From an optimization exercise on the open Yosys and OpenROAD flow, aimed at small area and a short achievable clock period; shortcuts taken in it are not production practice. The RTL was checked by simulation tests, not by an equivalence proof against the original design.

==> try-lagoon <==
Design clk_ctrl, start of the top module:
module clk_ctrl
(
	input  wire        clk_i,
	input  wire        rstn_i,
	input  wire [15:0] freq,
	output wire        dds1_o,
	output wire        dds_o
);
==> flow/config.mk <==
export PLATFORM = sky130hd
export DESIGN_NAME = clk_ctrl
export DESIGN_NICKNAME = clk_ctrl
export VERILOG_FILES = /design/flow/design.v
export SDC_FILE = /design/flow/constraint.sdc
export NUM_CORES = 4
export LEC_CHECK = 0
export CAP_MARGIN = 20
export CORE_MARGIN = 2
export CORE_UTILIZATION = 55
export CTS_BUF_LIST = sky130_fd_sc_hd__clkbuf_8
export SLEW_MARGIN = 20
export SYNTH_HIERARCHICAL = 1
==> flow/constraint.sdc <==
create_clock -name core_clock -period 70.0 [get_ports {clk_i}]
set_input_delay 14.0000 -clock core_clock [delete_from_list [all_inputs] [get_ports {clk_i}]]
set_output_delay 14.0000 -clock core_clock [all_outputs]
set_load 0.01 [all_outputs]
standard.sh (not shown) runs the stock make flow with config.mk's settings and CLKGATE_MAP_FILE= SYNTH_SCRIPT=/design/flow/synth_recipe.tcl, a recipe that flattens the netlist after the stock synthesis.
==> flow/flow/run.sh <==
#!/bin/bash
# The standard layout (standard.sh, all ORFS steps unchanged), except:
#  - the port buffers that buffer_ports inserts are plain sky130_fd_sc_hd__buf_1 cells
#    instead of the delay buffers it picks by default (every port is still buffered);
#  - clock tree synthesis with clkbuf_8 buffers and without dummy loads.
set -euo pipefail
export BUFFER_PORTS_ARGS="-buffer_cell sky130_fd_sc_hd__buf_1"
export CTS_ARGS="-sink_clustering_enable -repair_clock_nets -buf_list sky130_fd_sc_hd__clkbuf_8 -dont_use_dummy_load"
bash standard.sh finish > standard_make.log 2>&1
==> try-ember (differences from try-lagoon) <==
- CORE_UTILIZATION: 55 -> 40
==> try-delta (differences from try-lagoon) <==
==> flow/flow/run.sh (replaced) <==
#!/bin/bash
# The standard layout (standard.sh, all ORFS steps unchanged), except that the
# port buffers that buffer_ports inserts are plain sky130_fd_sc_hd__buf_1 cells
# instead of the delay buffers it picks by default. Every port is still buffered.
set -euo pipefail
export BUFFER_PORTS_ARGS="-buffer_cell sky130_fd_sc_hd__buf_1"
bash standard.sh finish > standard_make.log 2>&1
- CORE_UTILIZATION: 55 -> 40
==> run notes <==
Met2 track utilization from global routing: try-lagoon 0.410; try-ember 0.326; try-delta 0.329
Filler Cells Inserted: try-lagoon 1,426; try-ember 2,249; try-delta 2,242
Final Instance Count excl. Fillers: try-lagoon 869; try-ember 964; try-delta 970
Detailed-route wire length per cell: try-lagoon 25.9 um; try-ember 24.5 um; try-delta 24.6 um
Placed instance count: try-lagoon 860; try-ember 955; try-delta 955
Core outline area: try-lagoon 18,600 um2; try-ember 25,300 um2; try-delta 25,300 um2
Met3 Wirelength: try-lagoon 1.50 mm; try-ember 1.76 mm; try-delta 1.61 mm
Routed via count: try-lagoon 5,075; try-ember 5,111; try-delta 5,175
Die area: try-lagoon 19,900 um2; try-ember 27,100 um2; try-delta 27,100 um2
Well-tap cell count: try-lagoon 234; try-ember 330; try-delta 330
Clock period minus worst slack: try-lagoon 14.89 ns; try-ember 14.87 ns; try-delta 14.88 ns
Final HPWL DP: try-lagoon 18.9 mm; try-ember 19.7 mm; try-delta 19.7 mm
Status: try-lagoon finished clean; try-ember finished clean; try-delta finished clean


==> inputs of 06-17 <==
clk_ctrl, a different RTL version from the one above (not shown whole).
Design clk_ctrl, start of the top module:
module clk_ctrl
(
	input  wire        clk_i,
	input  wire        rstn_i,
	input  wire [15:0] freq,
	output wire        dds1_o,
	output wire        dds_o
);
export LEC_CHECK = 0
export CAP_MARGIN = 20
export CORE_MARGIN = 2
export CORE_UTILIZATION = 40
export CTS_BUF_LIST = sky130_fd_sc_hd__clkbuf_8
export SLEW_MARGIN = 20
export SYNTH_HIERARCHICAL = 1
create_clock -name core_clock -period 70.0 [get_ports {clk_i}]
==> flow/flow/run.sh <==
#!/bin/bash
# The standard layout (standard.sh, all ORFS steps unchanged), except:
#  - the port buffers that buffer_ports inserts are plain sky130_fd_sc_hd__buf_1 cells
#    instead of the delay buffers it picks by default (every port is still buffered);
#  - clock tree synthesis arguments: -sink_clustering_enable -repair_clock_nets -buf_list sky130_fd_sc_hd__clkbuf_8 -root_buf sky130_fd_sc_hd__clkbuf_16 -sink_clustering_size 30 -sink_clustering_max_diameter 300
set -euo pipefail
export BUFFER_PORTS_ARGS="-buffer_cell sky130_fd_sc_hd__buf_1"
export CTS_ARGS="-sink_clustering_enable -repair_clock_nets -buf_list sky130_fd_sc_hd__clkbuf_8 -root_buf sky130_fd_sc_hd__clkbuf_16 -sink_clustering_size 30 -sink_clustering_max_diameter 300"
bash standard.sh finish > standard_make.log 2>&1
==> 05-20: changes against 06-17 <==
==> flow/flow/run.sh (replaced) <==
#!/bin/bash
# The standard layout (standard.sh, all ORFS steps unchanged), except:
#  - the port buffers that buffer_ports inserts are plain sky130_fd_sc_hd__buf_1 cells
#    instead of the delay buffers it picks by default (every port is still buffered);
#  - clock tree synthesis arguments: -sink_clustering_enable -repair_clock_nets -buf_list sky130_fd_sc_hd__clkbuf_16 -root_buf sky130_fd_sc_hd__clkbuf_16 -sink_clustering_size 45 -sink_clustering_max_diameter 400
set -euo pipefail
export BUFFER_PORTS_ARGS="-buffer_cell sky130_fd_sc_hd__buf_1"
export CTS_ARGS="-sink_clustering_enable -repair_clock_nets -buf_list sky130_fd_sc_hd__clkbuf_16 -root_buf sky130_fd_sc_hd__clkbuf_16 -sink_clustering_size 45 -sink_clustering_max_diameter 400"
bash standard.sh finish > standard_make.log 2>&1
==> run notes <==
metric                                                                                                   06-17                       05-20
TritonCTS buffer count                                                                                       9                           9
Routed wl met3                                                                                         1790 um                     1790 um
Area used by multi-input combinational logic                                                     0.00800 sq mm               0.00800 sq mm
Clock buffer depth                                                                                           2                           2
Quantity of hold-fixing buffers added after cts                                                              0                           0
Path type of the worst setup path                                                   register to primary output  register to primary output
Storage cell area                                                                                0.00223 sq mm               0.00223 sq mm
Via density per instance                                                                                  5.34                        5.34
Outcome                                                                                         finished clean              finished clean
DRT antenna net count                                                                                        0                           0
Number of distinct library cell variants in the gate-level netlist after synthesis                          30                          30
Core region area                                                                                  0.0253 sq mm                0.0253 sq mm
Routed length on met1                                                                                  9730 um                     9730 um


==> v9 <==
clk_ctrl, a different RTL version from the one above (not shown whole).
Settings: LEC_CHECK=0, ABC_AREA=1, CAP_MARGIN=20, CORE_MARGIN=2, CORE_UTILIZATION=40, CTS_BUF_LIST=sky130_fd_sc_hd__clkbuf_8, SLEW_MARGIN=20, SYNTH_HIERARCHICAL=1; clock period 70.0 ns.
==> flow/flow/run.sh <==
#!/bin/bash
# The standard layout (standard.sh, all ORFS steps unchanged), except that the
# port buffers that buffer_ports inserts are plain sky130_fd_sc_hd__buf_1 cells
# instead of the delay buffers it picks by default. Every port is still buffered.
set -euo pipefail
export BUFFER_PORTS_ARGS="-buffer_cell sky130_fd_sc_hd__buf_1"
bash standard.sh finish > standard_make.log 2>&1
==> v19 (differences from v9) <==
- ABC_AREA: 1 -> unset
- CTS_CLUSTER_DIAMETER: unset -> 100
==> v1 (differences from v9) <==
- ABC_AREA: 1 -> unset
- CTS_BUF_LIST: sky130_fd_sc_hd__clkbuf_8 -> sky130_fd_sc_hd__clkbuf_16
- CTS_CLUSTER_SIZE: unset -> 30
==> summary of the runs <==
Count of clock-buffer cells in the layout: v9 is lower than v19 (1).
The highest fmax belongs to v1, the lowest to v9.
In flip-flop and latch count, v1 and v9 do not differ.
Critical path depth is the same in v1 and v19.
Area after synthesis is the same in v1 and v19.
Register-to-register slack: v9 is higher than v19 (90 ps).
Against v9, the clock skew of v1 is lower by 8.2 ps.
The highest final area belongs to v9, the lowest to v19.
Setup slack, highest first: v1, v19, v9.
In v1 the utilization is higher than in v19, by 0.31 points.


==> cedar <==
Starting RTL as in the previous note.
==> flow/design.v (excerpt) <==
module clk_ctrl
(
	input  wire        clk_i,
	input  wire        rstn_i,
	input  wire [15:0] freq,
	output wire        dds1_o,
	output wire        dds_o
);
reg  [15:0] fr;
reg  [31:0] cnt;      
reg  [31:0] cnt1;     
reg  [2:0]  pa;       
reg  [4:0]  pb;       
reg         dds;
reg         dds1;
wire [31:0] cnt_n;
wire [31:0] cnt1_n;
wire [2:0]  pa_n;
wire [4:0]  pb_n;
wire        dds_n;
wire        dds1_n;
wire [10:0] gq;       
localparam [31:0] CNT_INV  = 32'h00000000;
localparam [31:0] CNT1_INV = 32'h00000000;
always @(posedge clk_i or negedge rstn_i)
	if (rstn_i == 1'b0) begin
		fr   <= 16'd0;
		cnt  <= CNT_INV;
		cnt1 <= CNT1_INV;
		pa   <= 0;
		pb   <= 0;
		dds  <= 1'b0;
		dds1 <= 1'b0;
	end else begin
		fr   <= freq;
		cnt  <= cnt_n;
		cnt1 <= cnt1_n;
		pa   <= pa_n;
		pb   <= pb_n;
		dds  <= dds_n;
		dds1 <= dds1_n;
	end
assign dds_o  = dds;
assign dds1_o = dds1;
wire n_1;
wire n_2;
wire n_3;
wire n_4;
wire n_5;
wire n_6;
wire n_7;
wire n_8;
wire n_9;
wire n_10;
wire n_11;
wire n_12;
wire n_13;
wire n_14;
wire n_15;
wire n_16;
wire p3s_17;
wire p3c_18;
wire p3s_19;
wire p3c_20;
wire p3s_21;
wire p3c_22;
wire p3s_23;
wire p3c_24;
wire p3s_25;
wire p3c_26;
wire p3s_27;
wire p3c_28;
wire p3s_29;
wire p3c_30;
wire p3s_31;
wire p3c_32;
wire p3s_33;
wire p3c_34;
  ...
Settings: LEC_CHECK=0, CAP_MARGIN=20, CORE_MARGIN=2, CORE_UTILIZATION=40, CTS_BUF_LIST=sky130_fd_sc_hd__clkbuf_8, CTS_CLUSTER_SIZE=30, SLEW_MARGIN=20, SYNTH_HIERARCHICAL=1; clock period 70.0 ns.
Scripts as last shown in full above: flow/flow/run.sh
==> inputs of juniper, as changes to cedar <==
==> flow/flow/run.sh (replaced) <==
#!/bin/bash
# The standard layout (standard.sh, all ORFS steps unchanged), except that the
# port buffers that buffer_ports inserts are plain sky130_fd_sc_hd__buf_2 cells
# instead of the delay buffers it picks by default. Every port is still buffered.
set -euo pipefail
export BUFFER_PORTS_ARGS="-buffer_cell sky130_fd_sc_hd__buf_2"
bash standard.sh finish > standard_make.log 2>&1
CTS_CLUSTER_SIZE = not set   (was 30)
==> metrics.md <==
| Metric | Value |
|---|---|
| Status | no timing/DRC/antenna violations |
| Wire per inst | 23.39 um |
| Nets@finish | 1072 |
| Setup ws final | 55120 ps |
| Placed cells | 979 |
| Fmax | 67.19 MHz |
| Final min period | 14880 ps |
That was cedar.
==> metrics.md <==
| Metric | Value |
|---|---|
| Status | no timing/DRC/antenna violations |
| Placed cells | 978 |
| Port Buf Inserts | 19 |
| Ys Warns | 7 |
| Initial antenna violation count | 0 |
| Worst skew pair latency | 400 ps |
| Vias in the first global route | 6854 |
| Fmax | 67.13 MHz |
| Compound-gate portion of the synthesized area | 0.02686 |
| Worst Skew | 15.15 ps |
| Setup ws final | 55100 ps |
| Wire per inst | 23.92 um |
That was juniper.

[port drivers added, routing unchanged]
In the flow no input, the clock included, has a driving cell. The finished layouts below were timed again as built, in two steps. Step 1 assumes that a clkbuf_16 drives the clock port and a buf_2 every other input. Step 2 adds t to the input delays and takes it off the output delays; t is the mean of the earliest and latest rising clock arrival at the registers after step 1. Input paths then give back, and output paths get back, about the clock's delay inside the block. Slacks: ideal / step 1 / step 2; pairs: ideal / step 1.
| run | shift t [ns] | setup WS [ns] | worst hold slack (ns) | latest minus earliest clock arrival (ns) | worst register clock-pin slew, ns |
|---|---|---|---|---|---|
| try-lagoon | 0.414 | 55.107 / 55.064 / 54.822 | 0.828 / 0.828 / 0.828 | 0.029 / 0.029 | 0.10 / 0.10 |
| try-ember | 0.417 | 55.133 / 55.096 / 54.812 | 0.817 / 0.817 / 0.817 | 0.030 / 0.030 | 0.11 / 0.11 |
| try-delta | 0.420 | 55.118 / 55.081 / 54.793 | 0.817 / 0.817 / 0.817 | 0.017 / 0.017 | 0.11 / 0.11 |
| 06-17 | 0.399 | 55.150 / 55.104 / 54.782 | 0.820 / 0.820 / 0.820 | 0.009 / 0.009 | 0.07 / 0.07 |
| 05-20 | 0.399 | 55.150 / 55.104 / 54.782 | 0.820 / 0.820 / 0.820 | 0.009 / 0.009 | 0.07 / 0.07 |
| v9 | 0.422 | 55.105 / 55.062 / 54.825 | 0.825 / 0.825 / 0.825 | 0.019 / 0.020 | 0.11 / 0.11 |
| v19 | 0.430 | 55.118 / 55.076 / 54.867 | 0.824 / 0.824 / 0.824 | 0.023 / 0.023 | 0.12 / 0.12 |
| v1 | 0.401 | 55.161 / 55.115 / 54.857 | 0.818 / 0.818 / 0.818 | 0.012 / 0.011 | 0.07 / 0.07 |
| cedar | 0.430 | 55.118 / 55.076 / 54.867 | 0.824 / 0.824 / 0.824 | 0.023 / 0.023 | 0.12 / 0.12 |
| juniper | 0.436 | 55.103 / 55.061 / 54.873 | 0.809 / 0.809 / 0.809 | 0.015 / 0.016 | 0.11 / 0.11 |
After both steps every run listed still meets setup and hold. The worst setup slack also covers recovery checks on asynchronous resets.
